Background: an optimization exercise with open tools, aiming at small area, a short achievable clock period and few clock cycles per item. Do not read the settings as production practice. Function was checked by simulation only, so behaviour that the tests miss may differ from the original. Power is estimated from default activity; no workload was simulated.

Setup of v58:
==> flow/design.v <==
module gost89_sbox #(parameter integer I = 0) (
  input      [3:0] in,
  output     [3:0] out
);
  localparam [511:0] SBOX = 512'h4a92d80e6b1c7f53eb4c6dfa23810759581da342efc7609b7da1089fe46cb2536c715fd84a9e03b24ba0721d36859cfedb413f590ae7682c1fd057a4923e6b8c;
  localparam [63:0]  ROW  = SBOX[511-64*I -: 64];
  assign out = ROW[63 - 4*in -: 4];
endmodule
module gost89_round(
  input  [31:0] key,
  input  [31:0] n1,
  input  [31:0] n2,
  output [31:0] out1,
  output [31:0] out2
);
  wire [31:0] sum = n1 + key;
  wire [31:0] s;
  genvar i;
  generate
    for (i = 0; i < 8; i = i + 1) begin : g_sb
      gost89_sbox #(.I(i)) sb(.in(sum[4*i +: 4]), .out(s[4*i +: 4]));
    end
  endgenerate
  assign out1 = {s[20:0], s[31:21]} ^ n2;
  assign out2 = n1;
endmodule
module gost89_ofb_encrypt(
  input              clk,
  input              reset,
  input              load_data,
  input              load_IV,
  input      [255:0] key,
  input      [63:0]  in,
  input      [63:0]  IV,
  output     [63:0]  out,
  output reg         busy
);
  reg  [31:0] a, b;      
  reg  [31:0] rk;        
  reg  [4:0]  cnt;       
  function [2:0] kidx(input [4:0] r);
    kidx = r[2:0] ^ {3{r[4] & r[3]}};
  endfunction
  function [31:0] ksel(input [255:0] k, input [2:0] i);
    ksel = k[255 - 32*i -: 32];
  endfunction
  wire [31:0] ra, rb;
  gost89_round rnd(.key(rk), .n1(a), .n2(b), .out1(ra), .out2(rb));
  wire [4:0] cnt_inc = cnt + 5'd1;
  wire        ld_iv = load_data & load_IV;
  wire [31:0] fm    = load_data ? 32'd0 : (ra ^ b);
  wire [2:0] ki = load_data ? 3'd0 : kidx(cnt_inc);
  reg  [31:0] kmux;
  integer i;
  always @* begin
    kmux = 32'd0;
    for (i = 0; i < 8; i = i + 1)
      kmux = kmux | (ksel(key, i) & {32{ki == i}});
  end
  always @(posedge clk) begin
    if (load_data || busy) begin
      a <= ld_iv ? IV[63:32] : (b ^ fm);
      b <= ld_iv ? IV[31:0]  : a;
    end
    if (load_data)
      busy <= 1'b1;
    else if (reset || cnt == 5'd31)
      busy <= 1'b0;
    cnt <= load_data ? 5'd0 : cnt_inc;
    rk  <= kmux;
  end
  assign out = {b, a} ^ in;
endmodule
==> flow/config.mk <==
export PLATFORM = sky130hd
export DESIGN_NAME = gost89_ofb_encrypt
export DESIGN_NICKNAME = gost89_ofb_encrypt
export VERILOG_FILES = /design/flow/design.v
export SDC_FILE = /design/flow/constraint.sdc
export NUM_CORES = 4
export LEC_CHECK = 0
export CAP_MARGIN = 20
export CORE_MARGIN = 2
export CORE_UTILIZATION = 50
export PLACE_DENSITY = 0.8
export SETUP_SLACK_MARGIN = 5
export SLEW_MARGIN = 20
==> flow/constraint.sdc <==
create_clock -name core_clock -period 10.0 [get_ports {clk}]
set_input_delay 2.0000 -clock core_clock [delete_from_list [all_inputs] [get_ports {clk}]]
set_output_delay 2.0000 -clock core_clock [all_outputs]
set_load 0.01 [all_outputs]
standard.sh (not shown) runs the stock make flow with config.mk's settings and CLKGATE_MAP_FILE= SYNTH_SCRIPT=/design/flow/synth_recipe.tcl, a recipe that flattens the netlist after the stock synthesis.
==> flow/flow/run.sh <==
#!/bin/bash
# The standard ORFS layout (standard.sh) with these changes:
#  - the port buffers that buffer_ports puts on every input and output are the
#    smallest buffer (sky130_fd_sc_hd__buf_1) instead of ORFS's default choice;
#    the resizer may still upsize any of them where timing needs it;
#  - synthesis skips the extraction of full/half adder cells (extract_fa), so
#    ABC maps all of the combinational logic itself;
#  - the pin placer keeps each in[i] next to out[i] (out = KS ^ in is a
#    combinational port-to-port path);
#  - the resizer aims at a setup slack of 5.5 ns.
# standard.sh's output (every tool's) goes to standard.log; ORFS keeps per-step logs too.
args=""
for i in $(seq 0 63); do args="$args -group_pins {in[$i] out[$i]}"; done
export PLACE_PINS_ARGS="$args"
export BUFFER_PORTS_ARGS="-buffer_cell sky130_fd_sc_hd__buf_1"
export ADDER_MAP_FILE=
bash standard.sh SETUP_SLACK_MARGIN=5.5 finish > standard.log 2>&1
Testbench counts of v58, summed over its fixed seeds: cycles 33,792, items 1,024.
The following lists how v35 was set up differently from v58:
# v58
export LEC_CHECK = 0
export CAP_MARGIN = 20
export CORE_MARGIN = 2
export CORE_UTILIZATION = 50
export PLACE_DENSITY = 0.8
export SETUP_SLACK_MARGIN = 5
export SLEW_MARGIN = 20
create_clock -name core_clock -period 10.0 [get_ports {clk}]
# v35
export LEC_CHECK = 0
export CAP_MARGIN = 20
export CORE_MARGIN = 2
export CORE_UTILIZATION = 50
export SETUP_SLACK_MARGIN = 5
export SLEW_MARGIN = 20
create_clock -name core_clock -period 10.0 [get_ports {clk}]
diff --git a/flow/flow/run.sh b/flow/flow/run.sh
--- a/flow/flow/run.sh
+++ b/flow/flow/run.sh
@@ -10 +10 @@
-#  - the resizer aims at a setup slack of 5.5 ns.
+#  - the resizer aims at a setup slack of 5.6 ns.
@@ -17 +17 @@
-bash standard.sh SETUP_SLACK_MARGIN=5.5 finish > standard.log 2>&1
+bash standard.sh SETUP_SLACK_MARGIN=5.6 finish > standard.log 2>&1
Notes after the runs:
- The launch point of the worst path comes out in[26] in one run and in[11] in the other, namely in v35 and v58 respectively.
- Cell with the largest stage delay on the worst path = buf_1: v58; cell with the largest stage delay on the worst path = xor2_1: v35
- Diff v35 and v58: worst-case setup slack after placement lower in v35
- Combinational share of power in v35 is 0.4 points higher than in v58
- v35 completed end to end with timing, DRC and antenna clean.
- [v35] count of clock-buffer cells in the layout fell 2 relative to v58
- Maximum fanout count along the critical path came out exactly the same in v35 and v58.
- The routed wire length in v35 was higher than what v58 gave.
- [compare] base=v58 new=v35: worst hold path cell count dropped 1; area of combinational cells with multiple inputs now sits higher.
- Between v35 and v58, the register-to-register slack is lower for v58.
- Going from v58 to v35, sequential power now larger; fraction of power consumed by sequential logic comparable; leakage power now larger.
What v28 does differently from v35 at the input level:
==> flow/flow/run.sh <==
#!/bin/bash
# The standard ORFS layout (standard.sh) with two changes:
#  - the port buffers that buffer_ports puts on every input and output are the
#    smallest buffer (sky130_fd_sc_hd__buf_1) instead of ORFS's default choice;
#    the resizer may still upsize any of them where timing needs it;
#  - synthesis skips the extraction of full/half adder cells (extract_fa), so
#    ABC maps all of the combinational logic itself.
# Each tool's full output goes to standard.log (ORFS keeps per-step logs too).
export BUFFER_PORTS_ARGS="-buffer_cell sky130_fd_sc_hd__buf_1"
export ADDER_MAP_FILE=
bash standard.sh SETUP_SLACK_MARGIN=5.6 finish > standard.log 2>&1
### Flow results
- Of v35 and v28, the lower routed wire length belongs to v28.
- Comparing v35 with v28, the cell total after placement came out essentially unchanged.
- Looking at via count of the first global-routing pass, v28 sits 0.94% higher than v35 does.
- Area used by multi-input combinational logic (v28 over v35): increase, about 0.9%
- v28: full flow OK, the timing, design-rule and antenna checks passed
- Looking at overall power after layout, v28 sits 0.12 mW higher than v35 does.
- The maximum clock frequency of v28 is lower than that of v35.
- Going from v35 to v28, share of cell area taken by flip-flops and latches shrinks by 0.40 points.
- Met2 wire length: v35 and v28 compared, higher one is v35
- Comparing v35 with v28, the buffers inserted during post-CTS setup optimization came out essentially unchanged.
Here is what was changed in the inputs of v48 compared with v28.
# v28
export LEC_CHECK = 0
export CAP_MARGIN = 20
export CORE_MARGIN = 2
export CORE_UTILIZATION = 50
export SETUP_SLACK_MARGIN = 5
export SLEW_MARGIN = 20
create_clock -name core_clock -period 10.0 [get_ports {clk}]
# v48
export LEC_CHECK = 0
export CAP_MARGIN = 20
export CORE_MARGIN = 2
export CORE_UTILIZATION = 50
export PLACE_DENSITY = 0.68
export SETUP_SLACK_MARGIN = 5
export SLEW_MARGIN = 20
create_clock -name core_clock -period 10.0 [get_ports {clk}]
diff --git a/flow/flow/run.sh b/flow/flow/run.sh
--- a/flow/flow/run.sh
+++ b/flow/flow/run.sh
@@ -2 +2 @@
-# The standard ORFS layout (standard.sh) with two changes:
+# The standard ORFS layout (standard.sh) with these changes:
@@ -7,2 +7,8 @@
-#    ABC maps all of the combinational logic itself.
-# Each tool's full output goes to standard.log (ORFS keeps per-step logs too).
+#    ABC maps all of the combinational logic itself;
+#  - the pin placer keeps each in[i] next to out[i] (out = KS ^ in is a
+#    combinational port-to-port path);
+#  - the resizer aims at a setup slack of 5.5 ns.
+# standard.sh's output (every tool's) goes to standard.log; ORFS keeps per-step logs too.
+args=""
+for i in $(seq 0 63); do args="$args -group_pins {in[$i] out[$i]}"; done
+export PLACE_PINS_ARGS="$args"
@@ -11 +17 @@
-bash standard.sh SETUP_SLACK_MARGIN=5.6 finish > standard.log 2>&1
+bash standard.sh SETUP_SLACK_MARGIN=5.5 finish > standard.log 2>&1
==> run notes <==
- v48 | stages: all done | timing, DRC, antenna: all pass
- v48 ends up with a area overhead of the layout relative to synthesis that is 4.0 points lower than in v28.
- Summary: switching component of the power, v48 better than v28
- Compared with v28, v48 shows detailed-route vias per instance that has gone up slightly.
- Capturing element of the worst setup path = out[8]: v48; capturing element of the worst setup path = out[58]: v28
- The number of iterations in the first detailed-routing pass of v48 exceeds that of v28 by 1.
- Summary of v48 over v28: fraction of cell area in non-clock buffers fell by 1.9 points, leakage power moved down, final setup slack of the worst path decreased by 16 ps relative to the old numbers, met1 wire length went up.
- Diff v28 -> v48 | final instance count without filler cells | decrease of 19
--- input diff v48..v2 ---
# v48
export LEC_CHECK = 0
export CAP_MARGIN = 20
export CORE_MARGIN = 2
export CORE_UTILIZATION = 50
export PLACE_DENSITY = 0.68
export SETUP_SLACK_MARGIN = 5
export SLEW_MARGIN = 20
create_clock -name core_clock -period 10.0 [get_ports {clk}]
# v2
export LEC_CHECK = 0
export CAP_MARGIN = 20
export CORE_MARGIN = 2
export CORE_UTILIZATION = 60
export CTS_BUF_LIST = sky130_fd_sc_hd__clkbuf_8
export SETUP_SLACK_MARGIN = 5
export SLEW_MARGIN = 20
create_clock -name core_clock -period 10.0 [get_ports {clk}]
==> flow/flow/run.sh <==
#!/bin/bash
# The standard ORFS layout (standard.sh) with two changes:
#  - the port buffers that buffer_ports puts on every input and output are the
#    smallest buffer (sky130_fd_sc_hd__buf_1) instead of ORFS's default choice;
#    the resizer may still upsize any of them where timing needs it;
#  - synthesis skips the extraction of full/half adder cells (extract_fa), so
#    ABC maps all of the combinational logic itself.
# Each tool's full output goes to standard.log (ORFS keeps per-step logs too).
export BUFFER_PORTS_ARGS="-buffer_cell sky130_fd_sc_hd__buf_1"
export ADDER_MAP_FILE=
bash standard.sh SETUP_SLACK_MARGIN=5.7 finish > standard.log 2>&1
### Flow results
From v48 to v2, post-synthesis instance area did not move at all.
Post-synthesis sequential element count came out exactly the same in v48 and v2.
v2 ended with less number of standard-cell rows in the floorplan than v48.
v2 never completed, since it errored out during I/O pin placement (3_2_place_iop).
Input-level comparison between v31 and v2:
# v2
export LEC_CHECK = 0
export CAP_MARGIN = 20
export CORE_MARGIN = 2
export CORE_UTILIZATION = 60
export CTS_BUF_LIST = sky130_fd_sc_hd__clkbuf_8
export SETUP_SLACK_MARGIN = 5
export SLEW_MARGIN = 20
create_clock -name core_clock -period 10.0 [get_ports {clk}]
# v31
export LEC_CHECK = 0
export CAP_MARGIN = 20
export CORE_MARGIN = 2
export CORE_UTILIZATION = 50
export SETUP_SLACK_MARGIN = 5
export SLEW_MARGIN = 20
create_clock -name core_clock -period 10.0 [get_ports {clk}]
diff --git a/flow/flow/run.sh b/flow/flow/run.sh
--- a/flow/flow/run.sh
+++ b/flow/flow/run.sh
@@ -2 +2 @@
-# The standard ORFS layout (standard.sh) with two changes:
+# The standard ORFS layout (standard.sh) with three changes:
@@ -7,2 +7,10 @@
-#    ABC maps all of the combinational logic itself.
-# Each tool's full output goes to standard.log (ORFS keeps per-step logs too).
+#    ABC maps all of the combinational logic itself, and ABC uses the mapping
+#    script flow/abc_speed.script (a copy of ORFS's scripts folder with only
+#    that file replaced);
+#  - the resizer aims at a setup slack of 5.6 ns.
+# standard.sh's output (every tool's) goes to standard.log; ORFS keeps per-step logs too.
+set -e
+rm -rf orfs_scripts
+cp -r "$FLOW_HOME/scripts" orfs_scripts
+cp flow/abc_speed.script orfs_scripts/abc_speed.script
+export SCRIPTS_DIR="$PWD/orfs_scripts"
@@ -11 +19 @@
-bash standard.sh SETUP_SLACK_MARGIN=5.7 finish > standard.log 2>&1
+bash standard.sh SETUP_SLACK_MARGIN=5.6 finish > standard.log 2>&1
==> flow/flow/abc_speed.script (new file) <==
strash
dch -f
amap
topo
stime -c
buffer -c
upsize -c
dnsize -c
Notes after the runs:
v31 finished every step from synthesis to the final layout, and the layout passed the timing, design-rule and antenna checks. v31 against v2: multiplexer area fraction after synthesis down 2.2 points; area fraction in compound gates after synthesis increased 11 points. Re starting utilization of the core area: v31 and v2 aren't equal, and the lower value belongs to v31.

-- afterwards: timing with drivers on the ports --
The results above use ideal ports. As a check the final layouts listed here were re-extracted and re-timed, cells and wires unchanged. Step 1 (the two cells are an assumption about what drives the block):
set clk [get_ports {clk}]
set_driving_cell -lib_cell sky130_fd_sc_hd__clkbuf_16 $clk
set_driving_cell -lib_cell sky130_fd_sc_hd__buf_2 [delete_from_list [all_inputs] $clk]
Step 2 times the ports against the registers' clock, not the clock port: input delays grow and output delays shrink by t, the midpoint of the rising clock arrivals with the driver on. Three values: ideal ports, drivers, drivers and shift; two values: the first two.
run | t, ns | slack for setup (ns) | latest minus earliest clock arrival (ns)
v58 | 0.396 | 5.572 / 5.550 / 5.375 | 0.008 / 0.007
v35 | 0.414 | 5.565 / 5.538 / 5.519 | 0.012 / 0.011
v28 | 0.404 | 5.543 / 5.469 / 5.467 | 0.014 / 0.013
v48 | 0.407 | 5.527 / 5.502 / 5.228 | 0.008 / 0.008
v31 | 0.413 | 5.487 / 5.464 / 5.403 | 0.019 / 0.019
After both steps every run listed still meets setup and hold. For v48, which loses most, drivers alone change the setup slack by -0.025 ns; drivers and shift together by -0.299 ns.
